What follows belongs to an exercise in optimizing a design on an open flow for small area; a production flow would make more cautious choices. The RTL was checked by simulation tests, not by an equivalence proof against the original design.

Design cpu_system, start of the top module:
module cpu_system (
    input          clk,
    input          reset,           
    output [31:0]  pc,
    output         imem_read,
    output [5:0]   imem_addr,
    input  [127:0] imem_rdata,
    input          imem_busywait,
    output         dmem_read,
    output         dmem_write,
    output [5:0]   dmem_addr,
    output [31:0]  dmem_wdata,
    input  [31:0]  dmem_rdata,
    input          dmem_busywait
);
Settings: LEC_CHECK=0, ABC_AREA=1, CAP_MARGIN=10, CORE_MARGIN=2, CORE_UTILIZATION=64, PLACE_DENSITY=0.74, SLEW_MARGIN=10; clock period 18.0 ns.
standard.sh (not shown) runs the stock make flow with config.mk's settings and CLKGATE_MAP_FILE= SYNTH_SCRIPT=/design/flow/synth_recipe.tcl, a recipe that flattens the netlist after the stock synthesis.
==> flow/flow/run.sh <==
#!/bin/bash
# Own layout flow: the standard flow, with
#  - synthesis: abc maps the logic with an area-oriented script (flow/area.abc);
#  - port buffers: the smallest buffer (buf_1) instead of the flow's default choice;
#  - clock tree: small clock buffers and no dummy loads.
set -euo pipefail
W=$(pwd)
export AREA_ABC_SCRIPT=$W/flow/area.abc
export FLOW_SYNTH_TCL=$W/synth_recipe.tcl
bash standard.sh SYNTH_SCRIPT=$W/flow/synth.tcl synth > $W/synth.log 2>&1
bash standard.sh \
  "BUFFER_PORTS_ARGS=-buffer_cell sky130_fd_sc_hd__buf_1" \
  "CTS_ARGS=-sink_clustering_enable -repair_clock_nets -dont_use_dummy_load -sink_clustering_size 20 -sink_clustering_max_diameter 58 -buf_list {sky130_fd_sc_hd__clkbuf_8}" \
  finish > $W/layout.log 2>&1
==> flow/flow/area.abc <==
strash
&get -n
&deepsyn -T 60
&dch -f
&nf -R 1000
&put
mfs3 -a
topo
==> flow/flow/synth.tcl <==
# The standard flow's synthesis (synth_recipe.tcl), with only the combinational mapping script of abc
# replaced by flow/area.abc. Registers, their names and cell types are untouched.
proc abc {args} {
  set i [lsearch $args -script]
  if { $i >= 0 } { lset args [expr {$i + 1}] $::env(AREA_ABC_SCRIPT) }
  yosys abc {*}$args
}
source $::env(FLOW_SYNTH_TCL)
==> next run, changes <==
- CORE_UTILIZATION: 64 -> 60
- PLACE_DENSITY: 0.74 -> 0.7
=> The changed run ran to the end with no violations. Sequential share of layout area decreases by 0.22 points. Die area went up by 6.6%. Worst hold slack is better by 0.0057 ns. Register-to-register slack improved by 0.19 ns. Flip-flop and latch count stays the same. Wire length climbs by 1.3%. Area after synthesis stays the same.
==> next run, changes <==
--- a/flow/flow/run.sh
+++ b/flow/flow/run.sh
@@ -12,3 +12,3 @@
   "BUFFER_PORTS_ARGS=-buffer_cell sky130_fd_sc_hd__buf_1" \
-  "CTS_ARGS=-sink_clustering_enable -repair_clock_nets -dont_use_dummy_load -sink_clustering_size 20 -sink_clustering_max_diameter 58 -buf_list {sky130_fd_sc_hd__clkbuf_8}" \
+  "CTS_ARGS=-sink_clustering_enable -repair_clock_nets -dont_use_dummy_load -sink_clustering_size 18 -sink_clustering_max_diameter 55 -buf_list {sky130_fd_sc_hd__clkbuf_8}" \
   finish > $W/layout.log 2>&1
Non-clock buffer count goes down by 1.
Hold slack barely changes.
Sequential share of layout area goes down by 0.24 points.
Flip-flop and latch count stays the same.
Global-route usage goes up by 0.14 points.
Maximum frequency goes down by 1.2%.
Routed wire length is about the same.
Utilization goes up by 0.25 points.
==> next run, changes <==
--- a/flow/flow/run.sh
+++ b/flow/flow/run.sh
@@ -12,3 +12,3 @@
   "BUFFER_PORTS_ARGS=-buffer_cell sky130_fd_sc_hd__buf_1" \
-  "CTS_ARGS=-sink_clustering_enable -repair_clock_nets -dont_use_dummy_load -sink_clustering_size 18 -sink_clustering_max_diameter 55 -buf_list {sky130_fd_sc_hd__clkbuf_8}" \
+  "CTS_ARGS=-sink_clustering_enable -repair_clock_nets -dont_use_dummy_load -sink_clustering_size 20 -sink_clustering_max_diameter 58 -buf_list {sky130_fd_sc_hd__clkbuf_8}" \
   finish > $W/layout.log 2>&1
- CAP_MARGIN: 10 -> 5
- SLEW_MARGIN: 10 -> 5
What happened:
- design area falls by 0.38%
- clock-buffer cell count falls by 11
- flip-flop and latch count is unchanged
- hold slack is about the same
- setup slack gets better by 0.15 ns


== build 58 ==
Another version of the RTL of cpu_system (not shown whole).
Size: about 2600 cells after synthesis, about 910 flip-flops.
==> flow/config.mk <==
export PLATFORM = sky130hd
export DESIGN_NAME = cpu_system
export DESIGN_NICKNAME = cpu_system
export VERILOG_FILES = /design/flow/design.v
export SDC_FILE = /design/flow/constraint.sdc
export NUM_CORES = 4
export LEC_CHECK = 0
export ABC_AREA = 1
export CAP_MARGIN = 0
export CORE_MARGIN = 2
export CORE_UTILIZATION = 60
export PLACE_DENSITY = 0.7
export SLEW_MARGIN = 0
==> flow/constraint.sdc <==
create_clock -name core_clock -period 18.0 [get_ports {clk}]
set_input_delay 3.6000 -clock core_clock [delete_from_list [all_inputs] [get_ports {clk}]]
set_output_delay 3.6000 -clock core_clock [all_outputs]
set_load 0.01 [all_outputs]
==> flow/flow/run.sh <==
#!/bin/bash
# Own layout flow: the standard flow, with
#  - synthesis: abc maps the logic with an area-oriented script (flow/area.abc);
#  - port buffers: the smallest buffer (buf_1) instead of the flow's default choice;
#  - clock tree: small clock buffers and no dummy loads.
set -euo pipefail
W=$(pwd)
export AREA_ABC_SCRIPT=$W/flow/area.abc
export FLOW_SYNTH_TCL=$W/synth_recipe.tcl
bash standard.sh SYNTH_SCRIPT=$W/flow/synth.tcl synth > $W/synth.log 2>&1
bash standard.sh \
  "BUFFER_PORTS_ARGS=-buffer_cell sky130_fd_sc_hd__buf_1" \
  "CTS_ARGS=-sink_clustering_enable -repair_clock_nets -dont_use_dummy_load -sink_clustering_size 16 -sink_clustering_max_diameter 50 -buf_list {sky130_fd_sc_hd__clkbuf_8}" \
  finish > $W/layout.log 2>&1
==> flow/flow/area.abc <==
strash
&get -n
&deepsyn -T 60
&dch -f
&nf -R 1000
&put
topo
Scripts as last shown in full above: flow/flow/synth.tcl
Build 58: done, clean on timing, DRC and antenna
Edits applied to the flow inputs when going from build 58 to build 93:
diff --git a/flow/flow/run.sh b/flow/flow/run.sh
--- a/flow/flow/run.sh
+++ b/flow/flow/run.sh
@@ -13 +13 @@
-  "CTS_ARGS=-sink_clustering_enable -repair_clock_nets -dont_use_dummy_load -sink_clustering_size 16 -sink_clustering_max_diameter 50 -buf_list {sky130_fd_sc_hd__clkbuf_8}" \
+  "CTS_ARGS=-sink_clustering_enable -repair_clock_nets -dont_use_dummy_load -sink_clustering_size 24 -sink_clustering_max_diameter 60 -buf_list {sky130_fd_sc_hd__clkbuf_8 sky130_fd_sc_hd__clkbuf_16}" \
Findings:
- Every stage of build 93 finished as expected; the final checks, on the other hand, flagged capacitance limit, slew limit, which means the layout fails.
- Build 93 -> build 58: post-place instance area delta 0, exact match
- Run comparison: build 93 first element of the critical path pc_q[4]$_SDFFE_PP0N_; build 58 first element of the critical path pc_q[6]$_SDFFE_PP0N_
- Design area: build 93 vs build 58 up 0.46%
- Detailed placer's ending HPWL: build 58 vs build 93 — no meaningful difference
- Reported for build 93 and build 58, sink count of the clock tree turned out identical to the last digit.
- Re delay of the slowest critical-path stage: build 93 and build 58 aren't equal, and the higher value belongs to build 93.
- Routed wire length across build 93 and build 58: no real change.
- Comparing build 93 and build 58, minimum hold slack is lower on build 58.
Changes in build 13 relative to build 93:
# build 93
export LEC_CHECK = 0
export ABC_AREA = 1
export CAP_MARGIN = 0
export CORE_MARGIN = 2
export CORE_UTILIZATION = 60
export PLACE_DENSITY = 0.7
export SLEW_MARGIN = 0
create_clock -name core_clock -period 18.0 [get_ports {clk}]
# build 13
export LEC_CHECK = 0
export ABC_AREA = 1
export CAP_MARGIN = 10
export CORE_MARGIN = 2
export CORE_UTILIZATION = 60
export PLACE_DENSITY = 0.7
export SLEW_MARGIN = 10
create_clock -name core_clock -period 18.0 [get_ports {clk}]
diff --git a/flow/flow/run.sh b/flow/flow/run.sh
--- a/flow/flow/run.sh
+++ b/flow/flow/run.sh
@@ -13 +13 @@
-  "CTS_ARGS=-sink_clustering_enable -repair_clock_nets -dont_use_dummy_load -sink_clustering_size 24 -sink_clustering_max_diameter 60 -buf_list {sky130_fd_sc_hd__clkbuf_8 sky130_fd_sc_hd__clkbuf_16}" \
+  "CTS_ARGS=-sink_clustering_enable -repair_clock_nets -dont_use_dummy_load -sink_clustering_size 10 -sink_clustering_max_diameter 40 -buf_list {sky130_fd_sc_hd__clkbuf_4 sky130_fd_sc_hd__clkbuf_8}" \
==> flow/flow/area.abc <==
strash
&get -n
&deepsyn -T 60
&dch -f
&nf -R 1000
&put
mfs3 -a
topo
## What came out
Going from build 93 to build 13, the global-route wire length before repair was found to have gone down by 0.71%. In summary, build 13 completed successfully, with a layout that passed the timing, design-rule and antenna checks. Compared with build 93, build 13 shows a higher antenna diode count. Between build 13 and build 93, it is build 13 whose number of buffers created by CTS is higher, by 120%.


The RTL this note starts from:
==> flow/design.v <==
module ienc (
    input  [31:0] i,
    output [15:0] e
);
    wire [7:0] op = i[31:24];
    wire       hi0 = (op[7:5] == 3'b000);
    wire       br  = hi0 & ~op[4] & ((op[3:0] == 4'h7) | (op[3:0] == 4'hc));
    wire       g1  = hi0 & ((op[4:0] == 5'h00) | (op[4:0] == 5'h06) |
                            (op[4:0] == 5'h0e) | (op[4:0] == 5'h10));
    wire       swi = hi0 & (op[4:0] == 5'h10);
    wire       jmp = hi0 & (op[4:0] == 5'h06);
    wire       g0v = hi0 & ~op[4] & ~br & ~g1;
    assign e[15]   = br;
    assign e[14]   = br ? op[3] : g1;
    assign e[2:0]  = i[2:0];
    assign e[5:3]  = g1 ? {op[4], op[3], op[1]} : i[10:8];
    assign e[8:6]  = swi ? i[10:8] : i[18:16];
    assign e[13:9] = (br | jmp) ? i[23:19] :
                     g1         ? i[7:3]   :
                     {i[7], g0v ? op[3:0] : 4'h0};
endmodule
module cpu_system (
    input          clk,
    input          reset,           
    output [31:0]  pc,
    output         imem_read,
    output [5:0]   imem_addr,
    input  [127:0] imem_rdata,
    input          imem_busywait,
    output         dmem_read,
    output         dmem_write,
    output [5:0]   dmem_addr,
    output [31:0]  dmem_wdata,
    input  [31:0]  dmem_rdata,
    input          dmem_busywait
);
    reg  [31:2] pc_q;
    assign pc = {pc_q, 2'b00};
    reg        ic_rd;                  
    reg  [7:0] ic_valid;
    reg  [2:0] ic_tag  [0:7];
    reg [63:0] ic_data [0:7];
    wire [2:0] ic_idx = pc_q[6:4];
    wire       ic_hit = ic_valid[ic_idx] & (ic_tag[ic_idx] == pc_q[9:7]);
    wire       ic_busy = ~ic_hit;
    wire       ic_fill = ic_rd & ~imem_busywait;
    assign imem_read = ic_rd;
    assign imem_addr = pc_q[9:4];
    wire [63:0] ic_wline;
    ienc enc0 (imem_rdata[31:0],   ic_wline[15:0]);
    ienc enc1 (imem_rdata[63:32],  ic_wline[31:16]);
    ienc enc2 (imem_rdata[95:64],  ic_wline[47:32]);
    ienc enc3 (imem_rdata[127:96], ic_wline[63:48]);
    wire [63:0] ic_line = ic_data[ic_idx];
    wire [15:0] e = ic_line[16*pc_q[3:2] +: 16];
    always @(posedge clk) begin
        if (reset)
            ic_rd <= 1'b0;
        else
            ic_rd <= ic_busy & ~ic_fill;
    end
    genvar gi;
    generate
        for (gi = 0; gi < 8; gi = gi + 1) begin : icl
            always @(posedge clk) begin
                if (reset)
                    ic_valid[gi] <= 1'b0;
                else if (ic_fill && ic_idx == gi)
                    ic_valid[gi] <= 1'b1;
            end
            always @(posedge clk) begin
                if (ic_fill && ic_idx == gi) begin
                    ic_tag[gi]  <= pc_q[9:7];
                    ic_data[gi] <= ic_wline;
                end
            end
        end
    endgenerate
    wire       br   = e[15];
    wire       g1   = ~e[15] & e[14];
    wire       g0   = ~e[15] & ~e[14];
    wire [3:0] sop  = e[12:9];
    wire op_loadi = g1 & ~e[3] & ~e[5];
    wire op_j     = g1 & e[3] & ~e[4];
    wire op_lwi   = g1 & e[4];
    wire op_swi   = g1 & e[5];
    wire op_mov   = g0 & (sop == 4'h1);
    wire op_add   = g0 & (sop == 4'h2);
    wire op_sub   = g0 & (sop == 4'h3);
    wire op_and   = g0 & (sop == 4'h4);
    wire op_or    = g0 & (sop == 4'h5);
    wire op_mult  = g0 & (sop == 4'h8);
    wire op_shl   = g0 & (sop == 4'h9);
    wire op_sra   = g0 & (sop == 4'ha);
    wire op_ror   = g0 & (sop == 4'hb);
    wire op_lwd   = g0 & (sop == 4'hd);
    wire op_swd   = g0 & (sop == 4'hf);
    wire [2:0] rd   = e[8:6];
    wire [2:0] rs1  = g1 ? e[8:6] : e[5:3];
    wire [2:0] rs2  = e[2:0];
    wire [7:0] imm  = {e[13:9], e[2:0]};
    wire [7:0] off  = e[13:6];
    reg  [7:0] regs [0:7];
    wire [7:0] a = regs[rs1];
    wire [7:0] b = regs[rs2];
    wire [7:0] addsub = a + (op_sub ? ~b : b) + {7'b0, op_sub};
    wire [7:0] prod;
    mul8 mul0 (a, b, prod);
    wire [2:0] sh    = e[2:0];
    wire       left  = e[13] & ~e[10];           
    wire [7:0] arev  = {a[0], a[1], a[2], a[3], a[4], a[5], a[6], a[7]};
    wire [7:0] slo   = left ? arev : a;
    wire [6:0] sfill = op_ror ? a[6:0] : {7{op_sra & a[7]}};
    wire [14:0] sw   = {sfill, slo} >> sh;
    wire [7:0] sr    = sw[7:0];
    wire [7:0] shres = left ? {sr[0], sr[1], sr[2], sr[3], sr[4], sr[5], sr[6], sr[7]} : sr;
    reg [7:0] alu;
    always @(*) begin
        alu = b;                                     
        if (op_loadi)                  alu = imm;
        if (op_add | op_sub)           alu = addsub;
        if (op_and)                    alu = a & b;
        if (op_or)                     alu = a | b;
        if (op_mult)                   alu = prod;
        if (op_shl | op_sra | op_ror)  alu = shres;
    end
    wire       is_load  = op_lwi | op_lwd;
    wire       is_store = op_swi | op_swd;
    wire [7:0] daddr    = g1 ? imm : b;
    wire       c_read   = is_load  & ic_hit;
    wire       c_write  = is_store & ic_hit;
    reg        dc_rd, dc_wr;               
    reg  [7:0] dc_valid, dc_dirty;
    reg  [2:0] dc_tag  [0:7];
    reg [31:0] dc_data [0:7];
    wire [2:0] d_idx   = daddr[4:2];
    wire [1:0] d_off   = daddr[1:0];
    wire       d_hit   = dc_valid[d_idx] & (dc_tag[d_idx] == daddr[7:5]);
    wire       d_dirty = dc_dirty[d_idx];
    wire       d_miss  = (c_read | c_write) & ~d_hit;
    wire       dc_busy = d_miss;
    wire       d_fill  = dc_rd & ~dmem_busywait;
    wire       d_whit  = c_write & d_hit;
    wire [31:0] d_line = dc_data[d_idx];
    wire [7:0]  d_byte = d_line[8*d_off +: 8];
    assign dmem_read  = dc_rd;
    assign dmem_write = dc_wr;
    assign dmem_addr  = {dc_wr ? dc_tag[d_idx] : daddr[7:5], d_idx};
    assign dmem_wdata = d_line;
    always @(posedge clk) begin
        if (reset) begin
            dc_rd <= 1'b0;
            dc_wr <= 1'b0;
        end else begin
            dc_rd <= d_miss & (dc_rd ? dmem_busywait : dc_wr ? ~dmem_busywait : ~d_dirty);
            dc_wr <= d_miss & (dc_wr ? dmem_busywait : ~dc_rd & d_dirty);
        end
    end
    wire [31:0] d_wdat = d_fill ? dmem_rdata : {4{a}};
    genvar gd, gb;
    generate
        for (gd = 0; gd < 8; gd = gd + 1) begin : dcl
            always @(posedge clk) begin
                if (reset) begin
                    dc_valid[gd] <= 1'b0;
                    dc_dirty[gd] <= 1'b0;
                end else if (d_idx == gd) begin
                    if (d_fill) begin
                        dc_valid[gd] <= 1'b1;
                        dc_dirty[gd] <= 1'b0;
                    end else if (d_whit) begin
                        dc_dirty[gd] <= 1'b1;
                    end
                end
            end
            always @(posedge clk) begin
                if (d_fill && d_idx == gd)
                    dc_tag[gd] <= daddr[7:5];
            end
            for (gb = 0; gb < 4; gb = gb + 1) begin : byt
                always @(posedge clk) begin
                    if (d_idx == gd && (d_fill || (d_whit && d_off == gb)))
                        dc_data[gd][8*gb +: 8] <= d_wdat[8*gb +: 8];
                end
            end
        end
    endgenerate
    wire busy = ic_busy | dc_busy;
    wire we   = (op_loadi | op_mov | op_add | op_sub | op_and | op_or | op_mult |
                 op_shl | op_sra | op_ror | is_load) & ~busy;
    wire [7:0] wd = (is_load ? d_byte : alu) & {8{~reset}};
    genvar gr;
    generate
        for (gr = 0; gr < 8; gr = gr + 1) begin : rf
            always @(posedge clk) begin
                if (reset || (we && rd == gr))
                    regs[gr] <= wd;
            end
        end
    endgenerate
    wire taken = op_j | (br & (e[14] ^ (a == b)));
    wire [7:0]  toff = taken ? off : 8'h00;
    wire [8:0]  lo_sum = {1'b0, pc_q[9:2]} + {1'b0, toff} + 9'd1;
    wire        hi_inc = lo_sum[8] & ~toff[7];
    wire        hi_dec = ~lo_sum[8] & toff[7];
    wire [21:0] hi_x = pc_q[31:10] ^ {22{hi_dec}};
    wire [21:0] hi_p;
    assign hi_p[0] = hi_inc | hi_dec;
    genvar gp;
    generate
        for (gp = 1; gp < 22; gp = gp + 1) begin : pcp
            assign hi_p[gp] = hi_p[gp-1] & hi_x[gp-1];
        end
    endgenerate
    wire [29:0] pc_next = {pc_q[31:10] ^ hi_p, lo_sum[7:0]};
    always @(posedge clk) begin
        if (reset)
            pc_q <= 30'd0;
        else if (!busy)
            pc_q <= pc_next;
    end
endmodule
module mul8 (
    input  [7:0] x,
    input  [7:0] y,
    output [7:0] p
);
    wire [7:0] s [0:7];
    wire [7:0] c [0:7];
    genvar r, k;
    generate
        for (k = 0; k < 8; k = k + 1) begin : row0
            assign s[0][k] = x[k] & y[0];
        end
        for (r = 1; r < 8; r = r + 1) begin : rows
            for (k = 0; k < 8; k = k + 1) begin : col
                if (k < r) begin : pass
                    assign s[r][k] = s[r-1][k];
                end else begin : add
                    wire pp = x[k-r] & y[r];
                    wire cin = (k == r) ? 1'b0 : c[r][k-1];
                    assign s[r][k] = s[r-1][k] ^ pp ^ cin;
                    assign c[r][k] = (s[r-1][k] & pp) | (cin & (s[r-1][k] ^ pp));
                end
            end
        end
    endgenerate
    assign p = s[7];
endmodule
clock: 18.0 ns
lec_check: 0
abc_area: 1
cap_margin: 0
core_margin: 2
core_utilization: 60
place_density: 0.7
slew_margin: 0
==> flow/flow/run.sh <==
#!/bin/bash
# Own layout flow: the standard flow, with
#  - synthesis: abc maps the logic with an area-oriented script (flow/area.abc);
#  - port buffers: the smallest buffer (buf_1) instead of the flow's default choice;
#  - clock tree: small clock buffers and no dummy loads.
set -euo pipefail
W=$(pwd)
export AREA_ABC_SCRIPT=$W/flow/area.abc
export FLOW_SYNTH_TCL=$W/synth_recipe.tcl
bash standard.sh SYNTH_SCRIPT=$W/flow/synth.tcl synth > $W/synth.log 2>&1
bash standard.sh \
  "BUFFER_PORTS_ARGS=-buffer_cell sky130_fd_sc_hd__buf_1" \
  "CTS_ARGS=-sink_clustering_enable -repair_clock_nets -dont_use_dummy_load -buf_list {sky130_fd_sc_hd__clkbuf_4 sky130_fd_sc_hd__clkbuf_8}" \
  finish > $W/layout.log 2>&1
==> flow/flow/area.abc <==
strash
dc2
&get -n
&dch -f
&nf -R 1000
&put
strash
dch -f
&get -n
&nf -R 1000
&put
topo
Scripts as last shown in full above: flow/flow/synth.tcl
==> next run, changes <==
==> flow/run.sh (new file) <==
#!/bin/bash
# synth_recipe.tcl (not shown) runs the flow's synth.tcl, then flattens the netlist and writes it again
# the make line also repeats each setting of config.mk as NAME=value (left out here)
make -C /OpenROAD-flow-scripts/flow DESIGN_CONFIG=/design/flow/config.mk WORK_HOME=/design/flow/orfs CLKGATE_MAP_FILE= SYNTH_SCRIPT=/design/flow/synth_recipe.tcl finish
CTS_BUF_LIST = sky130_fd_sc_hd__clkbuf_4 sky130_fd_sc_hd__clkbuf_8   (was not set)
removed: flow/flow/run.sh
removed: flow/flow/area.abc
removed: flow/flow/synth.tcl
removed: flow/standard.sh
Final area went up by 14%.
Setup slack is better by 2.1 ns.
Core utilization rose by 0.46 points.
Critical path depth falls by 26.
Fmax grows by 16%.

==> afterwards: timing with drivers on the ports <==
How much do the figures lean on ideal ports? The routed layouts below were timed once more, with nothing changed but the port constraints. Step 1 (the two cells are an assumption about what drives the block):
set clk [get_ports {clk}]
set_driving_cell -lib_cell sky130_fd_sc_hd__clkbuf_16 $clk
set_driving_cell -lib_cell sky130_fd_sc_hd__buf_2 [delete_from_list [all_inputs] $clk]
Step 2, shift: input delay + t, output delay - t, t = (earliest + latest rising clock arrival at the registers) / 2. This alone moves slack from input paths to output paths. Slacks: no drivers / after step 1 / after step 2; pairs: no drivers / after step 1.
| run | shift t [ns] | slack for setup (ns) | worst setup path after step 2 | clock arrival spread, ns | cell pins on the clock port's net |
|---|---|---|---|---|---|
| the first run of note 1 | 0.752 | 3.670 / 3.670 / 3.670 | register to register | 0.106 / 0.106 | 1 |
| the second run of note 1 | 0.754 | 3.863 / 3.863 / 3.863 | register to register | 0.108 / 0.109 | 1 |
| the third run of note 1 | 0.723 | 3.695 / 3.695 / 3.695 | register to register | 0.086 / 0.086 | 1 |
| the fourth run of note 1 | 0.754 | 3.840 / 3.840 / 3.840 | register to register | 0.109 / 0.109 | 1 |
| build 58 | 0.742 | 2.090 / 2.090 / 2.090 | register to register | 0.087 / 0.087 | 1 |
| build 93 | 0.675 | 1.966 / 1.966 / 1.966 | register to register | 0.080 / 0.081 | 1 |
| build 13 | 0.752 | 2.327 / 2.327 / 2.327 | register to register | 0.126 / 0.125 | 1 |
| the first run of note 3 | 0.834 | 2.701 / 2.701 / 2.701 | register to register | 0.072 / 0.072 | 1 |
| the second run of note 3 | 0.863 | 4.779 / 4.712 / 5.393 | register to register | 0.043 / 0.043 | 1 |
